Background: an optimization exercise with open tools, aiming at small area, a short achievable clock period and few clock cycles. Do not read the settings as production practice.
At most, simulation tests tie the RTL to the original design; equivalence was not proved.
No activity file was given, so power comes from the tool's default toggle rates.

Design cpu, start of the top module:
module cpu(clk, reset_n, read_m1, address1, data1, read_m2, write_m2, address2, data2_in, data2_out, num_inst, output_port, is_halted);
	input clk;
	input reset_n;
	output read_m1;
	output [16-1:0] address1;
	output read_m2;
	output write_m2;
	output [16-1:0] address2;
	input [16-1:0] data1;
	input [16-1:0] data2_in;
	output [16-1:0] data2_out;
	output reg [16-1:0] num_inst;
	output reg [16-1:0] output_port;
	output is_halted;
	reg [15:0] pc;                  
	reg        dv;                  
	reg        fwd_a, fwd_b;        
	reg        ld_use;              
	reg [15:0] di;                  
	reg [15:0] dpc1;                
	reg        mv, m_we, m_ld, m_st, m_wwd, m_hlt;
	reg [1:0]  m_dst;
	reg [15:0] m_res;               
	reg [15:0] m_sd;                
	reg [15:0] r0, r1, r2, r3;
	assign read_m1 = 1'b1;
	assign address1 = pc;
	assign read_m2 = m_ld;
	assign write_m2 = m_st;
	assign address2 = m_res;
	assign data2_out = m_sd;
	assign is_halted = m_hlt;
	wire [3:0] op = di[15:12];
	wire [1:0] rs = di[11:10];
	wire [1:0] rt = di[9:8];
	wire [1:0] rd = di[7:6];
	wire [5:0] fn = di[5:0];
	wire [15:0] imm = {{8{di[7]}}, di[7:0]};
	wire op_br   = (op[3:2] == 2'b00);           
	wire op_adi  = (op == 4'd4);
	wire op_ori  = (op == 4'd5);
	wire op_lhi  = (op == 4'd6);
	wire op_lwd  = (op == 4'd7);
	wire op_swd  = (op == 4'd8);
	wire op_jal  = (op == 4'd10);
	wire op_r    = (op == 4'd15);
	wire r_alu   = op_r & ~fn[3];                
	wire r_spec  = op_r &  fn[3];                
	wire r_jpr   = r_spec & ~fn[2] & ~fn[1];
	wire r_jrl   = r_spec & ~fn[2] &  fn[1];
  ...
clock: 15.0 ns
lec_check: 0
abc_area: 1
cap_margin: 20
core_margin: 2
core_utilization: 40
slew_margin: 20
standard.sh (not shown) runs the stock make flow with config.mk's settings and CLKGATE_MAP_FILE= SYNTH_SCRIPT=/design/flow/synth_recipe.tcl, a recipe that flattens the netlist after the stock synthesis.
==> flow/flow/run.sh <==
#!/bin/bash
# Standard ORFS layout (the standard.sh) with extra make variables from flow/args, one per
# line: a larger SETUP_SLACK_MARGIN makes the resizer work on the critical paths even though the
# clock constraint is loose, and BUFFER_PORTS_ARGS picks the port buffer cell.
set -euo pipefail
mapfile -t extra < flow/args
bash standard.sh "${extra[@]}" finish > standard_flow.log 2>&1
==> flow/flow/args <==
SETUP_SLACK_MARGIN=11
BUFFER_PORTS_ARGS=-buffer_cell sky130_fd_sc_hd__buf_2
CTS_ARGS=-sink_clustering_enable -repair_clock_nets -dont_use_dummy_load
The baseline produced a clean layout.
Testbench counts at the start, summed over its fixed seeds: cycles 39,662.
Edit:
==> flow/flow/args (replaced) <==
SETUP_SLACK_MARGIN=11.1
BUFFER_PORTS_ARGS=-buffer_cell sky130_fd_sc_hd__buf_2
CTS_ARGS=-sink_clustering_enable -repair_clock_nets -dont_use_dummy_load
Settings changed: CORE_UTILIZATION 40 to 50, PLACE_DENSITY set to 0.7.
After rerunning: Via count grows by 4.1%; combinational power rises by 13%; global-route usage rises by 7.2 points; routed wire length rises by 3.0%.
Edit:
==> flow/flow/args (replaced) <==
SETUP_SLACK_MARGIN=11
BUFFER_PORTS_ARGS=-buffer_cell sky130_fd_sc_hd__buf_2
CTS_ARGS=-sink_clustering_enable -repair_clock_nets -dont_use_dummy_load
Settings changed: CELL_PAD_IN_SITES_DETAIL_PLACEMENT set to 0, CELL_PAD_IN_SITES_GLOBAL_PLACEMENT set to 0.
=> The new run ran to the end with no violations. Worst setup slack loses 46 ps. Die area stays the same. Final area fell by about 8%. Global-route usage goes down by 1.9 points. Sequential power barely changes. First-iteration DRC count went down by about 7%. Critical path depth stays the same. Via count came out lower by 4.2%. Hold slack loses 37 ps. Count of clock-buffer cells in the layout is unchanged. Maximum frequency shrinks by about 1.1%.
Edit:
Settings changed: CELL_PAD_IN_SITES_DETAIL_PLACEMENT 0 to unset, CELL_PAD_IN_SITES_GLOBAL_PLACEMENT 0 to unset, CORE_UTILIZATION 50 to 60, PLACE_DENSITY 0.7 to 0.8.
=> Cell area barely changes. Via count increases by 2.5%. Power is higher by about 0.47%. Register-to-register slack got worse by 80 ps. Worst hold slack is better by 4.6 ps. Sequential cell count is unchanged. Routed wire length is higher by about 1.3%.

Another version of the RTL of cpu (not shown whole).
For scale: ~190 flip-flops, roughly 120 I/O pins.
clock: 15.0 ns
lec_check: 0
abc_area: 1
cap_margin: 20
core_margin: 2
core_utilization: 40
slew_margin: 20
==> flow/flow/args <==
SETUP_SLACK_MARGIN=11
BUFFER_PORTS_ARGS=-buffer_cell sky130_fd_sc_hd__buf_1
Scripts as last shown in full above: flow/flow/run.sh
Testbench counts at the start, summed over its fixed seeds: cycles 39,662.
Next try:
==> flow/flow/args (replaced) <==
SETUP_SLACK_MARGIN=10.8
BUFFER_PORTS_ARGS=-buffer_cell sky130_fd_sc_hd__buf_2
Outcome:
- count of clock-buffer cells in the layout rose by 4
- non-clock buffer count fell by 4
- power fell by 3.9%
- worst hold slack is worse by 8.3 ps
Next try:
==> flow/flow/args (replaced) <==
SETUP_SLACK_MARGIN=11
BUFFER_PORTS_ARGS=-buffer_cell sky130_fd_sc_hd__buf_2
- TNS_END_PERCENT: default -> 20
Outcome: Final cell count goes up slightly. Hold slack gains 7.5 ps. First-iteration DRC count goes up by about a fifth.

The RTL this note starts from:
==> flow/design.v <==
`timescale 1ns/1ns
module cpu(clk, reset_n, read_m1, address1, data1, read_m2, write_m2, address2, data2_in, data2_out, num_inst, output_port, is_halted);
	input clk;
	input reset_n;
	output read_m1;
	output [16-1:0] address1;
	output read_m2;
	output write_m2;
	output [16-1:0] address2;
	input [16-1:0] data1;
	input [16-1:0] data2_in;
	output [16-1:0] data2_out;
	output reg [16-1:0] num_inst;
	output reg [16-1:0] output_port;
	output is_halted;
	reg [15:0] pc;                  
	reg        dv;                  
	reg [15:0] di;                  
	reg [15:0] dpc1;                
	reg        mv, m_we, m_ld, m_st, m_wwd, m_hlt;
	reg [1:0]  m_dst;
	reg [15:0] m_res;               
	reg [15:0] m_sd;                
	reg [15:0] r0, r1, r2, r3;
	assign read_m1 = 1'b1;
	assign address1 = pc;
	assign read_m2 = m_ld;
	assign write_m2 = m_st;
	assign address2 = m_res;
	assign data2_out = m_sd;
	assign is_halted = m_hlt;
	wire [3:0] op = di[15:12];
	wire [1:0] rs = di[11:10];
	wire [1:0] rt = di[9:8];
	wire [1:0] rd = di[7:6];
	wire [5:0] fn = di[5:0];
	wire [15:0] imm = {{8{di[7]}}, di[7:0]};
	wire op_br   = (op[3:2] == 2'b00);           
	wire op_adi  = (op == 4'd4);
	wire op_ori  = (op == 4'd5);
	wire op_lhi  = (op == 4'd6);
	wire op_lwd  = (op == 4'd7);
	wire op_swd  = (op == 4'd8);
	wire op_jal  = (op == 4'd10);
	wire op_r    = (op == 4'd15);
	wire r_alu   = op_r & ~fn[3];                
	wire r_spec  = op_r &  fn[3];                
	wire r_jpr   = r_spec & ~fn[2] & ~fn[1];
	wire r_jrl   = r_spec & ~fn[2] &  fn[1];
	wire r_wwd   = r_spec &  fn[2] & ~fn[0];
	wire r_hlt   = r_spec &  fn[2] &  fn[0];
	wire jr      = r_jpr | r_jrl;
	wire use_rs  = ~(op_lhi | op == 4'd9 | op_jal);
	wire use_rt  = (op_br & ~op[1]) | op_swd | (r_alu & ~fn[2]);
	wire we      = op_adi | op_ori | op_lhi | op_lwd | r_alu | op_jal | r_jrl;
	wire [1:0] dst = (op_jal | r_jrl) ? 2'd2 : op_r ? rd : rt;
	wire fwd_ok = mv & m_we & ~m_ld;
	wire [15:0] rf_a = rs[1] ? (rs[0] ? r3 : r2) : (rs[0] ? r1 : r0);
	wire [15:0] rf_b = rt[1] ? (rt[0] ? r3 : r2) : (rt[0] ? r1 : r0);
	wire [15:0] A = (fwd_ok && m_dst == rs) ? m_res : rf_a;
	wire [15:0] B = (fwd_ok && m_dst == rt) ? m_res : rf_b;
	wire stall = dv & mv & m_ld & ((use_rs && m_dst == rs) || (use_rt && m_dst == rt));
	wire d_hlt = dv & r_hlt;
	wire hold  = stall | d_hlt;
	wire issue = dv & ~hold;
	wire is_sub = r_alu & (fn[2:0] == 3'd1);
	wire is_tcp = r_alu & (fn[2:0] == 3'd5);
	wire [15:0] add_x = is_tcp ? ~A : A;
	wire [15:0] add_y = is_tcp ? 16'd0 : r_alu ? (is_sub ? ~B : B) : imm;
	wire [15:0] sum = add_x + add_y + {15'd0, is_sub | is_tcp};
	reg [15:0] res;
	always @(*) begin
		if (op_r) begin
			case (fn[2:0])
				3'd2: res = A & B;
				3'd3: res = A | B;
				3'd4: res = ~A;
				3'd6: res = {A[14:0], 1'b0};
				3'd7: res = {1'b0, A[15:1]};
				default: res = sum;
			endcase
			if (r_spec) res = fn[1] ? dpc1 : A;       
		end
		else if (op_ori) res = A | imm;
		else if (op_lhi) res = {di[7:0], 8'h00};
		else if (op_jal) res = dpc1;
		else res = sum;
	end
	wire a_zero = (A == 16'd0);
	wire eq = (A == B);
	reg taken;
	always @(*) begin
		case (op[1:0])
			2'd0: taken = ~eq;
			2'd1: taken = eq;
			2'd2: taken = ~A[15] & ~a_zero;
			default: taken = A[15];
		endcase
	end
	wire [15:0] btarget = dpc1 + imm;
	wire br_redirect = issue & op_br & taken & (di[7:0] != 8'd0);
	wire jr_redirect = issue & jr;
	wire redirect = br_redirect | jr_redirect;
	wire f_jump = (data1[15:12] == 4'd9) | (data1[15:12] == 4'd10);
	wire [15:0] pc_inc = pc + 16'd1;
	wire [15:0] pc_next = hold ? pc :
	                      br_redirect ? btarget :
	                      jr_redirect ? A :
	                      f_jump ? {4'h0, data1[11:0]} : pc_inc;
	always @(posedge clk) begin
		if (!reset_n) begin
			pc <= 16'd0;
			dv <= 1'b0;
			mv <= 1'b0;
			m_we <= 1'b0;
			m_ld <= 1'b0;
			m_st <= 1'b0;
			m_wwd <= 1'b0;
			m_hlt <= 1'b0;
			num_inst <= 16'd0;
			output_port <= 16'd0;
			r0 <= 16'd0; r1 <= 16'd0; r2 <= 16'd0; r3 <= 16'd0;
		end
		else begin
			pc <= pc_next;
			if (!hold) begin
				dv <= ~redirect;
				di <= data1;
				dpc1 <= pc_inc;
			end
			mv <= issue;
			m_we <= issue & we;
			m_ld <= issue & op_lwd;
			m_st <= issue & op_swd;
			m_wwd <= issue & r_wwd;
			m_hlt <= d_hlt;
			m_dst <= dst;
			m_res <= res;
			m_sd <= B;
			if (mv & m_we) begin
				case (m_dst)
					2'd0: r0 <= m_ld ? data2_in : m_res;
					2'd1: r1 <= m_ld ? data2_in : m_res;
					2'd2: r2 <= m_ld ? data2_in : m_res;
					2'd3: r3 <= m_ld ? data2_in : m_res;
				endcase
			end
			if (mv) num_inst <= num_inst + 16'd1;
			if (mv & m_wwd) output_port <= m_res;
		end
	end
endmodule
export LEC_CHECK = 0
export CAP_MARGIN = 20
export CORE_MARGIN = 2
export CORE_UTILIZATION = 40
export PLACE_DENSITY = 0.6
export SLEW_MARGIN = 20
create_clock -name core_clock -period 15.0 [get_ports {clk}]
run.sh (not shown) runs the stock make flow with config.mk's settings and CLKGATE_MAP_FILE= SYNTH_SCRIPT=/design/flow/synth_recipe.tcl, a recipe that flattens the netlist after the stock synthesis.
Stock flow here: none of the scripts above is used.
Rerun with:
==> flow/flow/run.sh (new file) <==
#!/bin/bash
# Standard ORFS layout, with repair_timing asked for extra setup margin so that the
# resizer works on the critical paths even though the clock constraint is loose.
set -euo pipefail
bash standard.sh SETUP_SLACK_MARGIN=11 finish > standard_flow.log 2>&1
==> flow/standard.sh (new file) <==
#!/bin/bash
# synth_recipe.tcl (not shown) runs the flow's synth.tcl, then flattens the netlist and writes it again
# the make line also repeats each setting of config.mk as NAME=value (left out here)
make -C /OpenROAD-flow-scripts/flow DESIGN_CONFIG=/design/flow/config.mk WORK_HOME=/design/flow/orfs CLKGATE_MAP_FILE= SYNTH_SCRIPT=/design/flow/synth_recipe.tcl "${@:-finish}"
removed: flow/run.sh
Design area is higher by about 13%.
Routed wire length is higher by 14%.
Final cell count is higher by 7.6%.
Die area does not change.
Worst setup slack improves by 1400 ps.
Count of clock-buffer cells in the layout is higher by 1.
Fmax is higher by 33%.
First-iteration DRC count is higher by 9.3%.
Global-route usage is higher by 3.2 points.
Power is higher by 2.5%.
Rerun with:
==> flow/flow/run.sh (replaced) <==
#!/bin/bash
# Standard ORFS layout; flow/args adds make variables (a larger SETUP_SLACK_MARGIN makes the
# resizer work on the critical paths even though the clock constraint is loose).
set -euo pipefail
bash standard.sh $(cat flow/args) finish > standard_flow.log 2>&1
==> flow/flow/args (new file) <==
SETUP_SLACK_MARGIN=11
ABC_AREA = 1   (was default)
After rerunning: Via count goes up by 14%; non-clock buffer count decreases by 53; hold slack improved by 3.7 ps; first-iteration DRC count came out higher by 13%; global-route usage goes up by 0.29 points.
Function was not checked in any run of this note: the RTL went through the layout flow alone.

## separate check: timing with driven ports
Ports are ideal in the flow. The routed layouts listed here were re-timed in OpenROAD.
Step 1 (the two cells are an assumption about what drives the block):
set clk [get_ports {clk}]
set_driving_cell -lib_cell sky130_fd_sc_hd__clkbuf_16 $clk
set_driving_cell -lib_cell sky130_fd_sc_hd__buf_2 [delete_from_list [all_inputs] $clk]
Step 2, shift: input delay + t, output delay - t, t = (earliest + latest rising clock arrival at the registers) / 2. This alone moves slack from input paths to output paths.
Three values: ideal ports, drivers, drivers and shift; two values: the first two.
run | t, ns | slack for setup (ns) | clock arrival spread, ns | cell pins on the clock port's net
the first run of note 1 | 0.492 | 11.009 / 10.956 / 10.655 | 0.026 / 0.027 | 1
the second run of note 1 | 0.497 | 11.049 / 10.995 / 10.649 | 0.029 / 0.030 | 1
the third run of note 1 | 0.476 | 11.003 / 10.952 / 10.665 | 0.032 / 0.031 | 1
the fourth run of note 1 | 0.476 | 11.007 / 10.962 / 10.590 | 0.038 / 0.037 | 1
the first run of note 2 | 0.490 | 10.916 / 10.916 / 10.607 | 0.033 / 0.033 | 1
the second run of note 2 | 0.497 | 10.807 / 10.756 / 10.545 | 0.014 / 0.014 | 1
the third run of note 2 | 0.488 | 10.875 / 10.829 / 10.685 | 0.019 / 0.019 | 1
the first run of note 3 | 0.495 | 9.293 / 9.293 / 9.293 | 0.014 / 0.014 | 1
the second run of note 3 | 0.494 | 10.717 / 10.717 / 10.478 | 0.010 / 0.010 | 1
the third run of note 3 | 0.517 | 10.809 / 10.754 / 10.554 | 0.020 / 0.020 | 1
After both steps setup and hold are still met in every run listed. For the fourth run of note 1, which loses most, drivers alone change the setup slack by -0.045 ns; drivers and shift together by -0.417 ns.
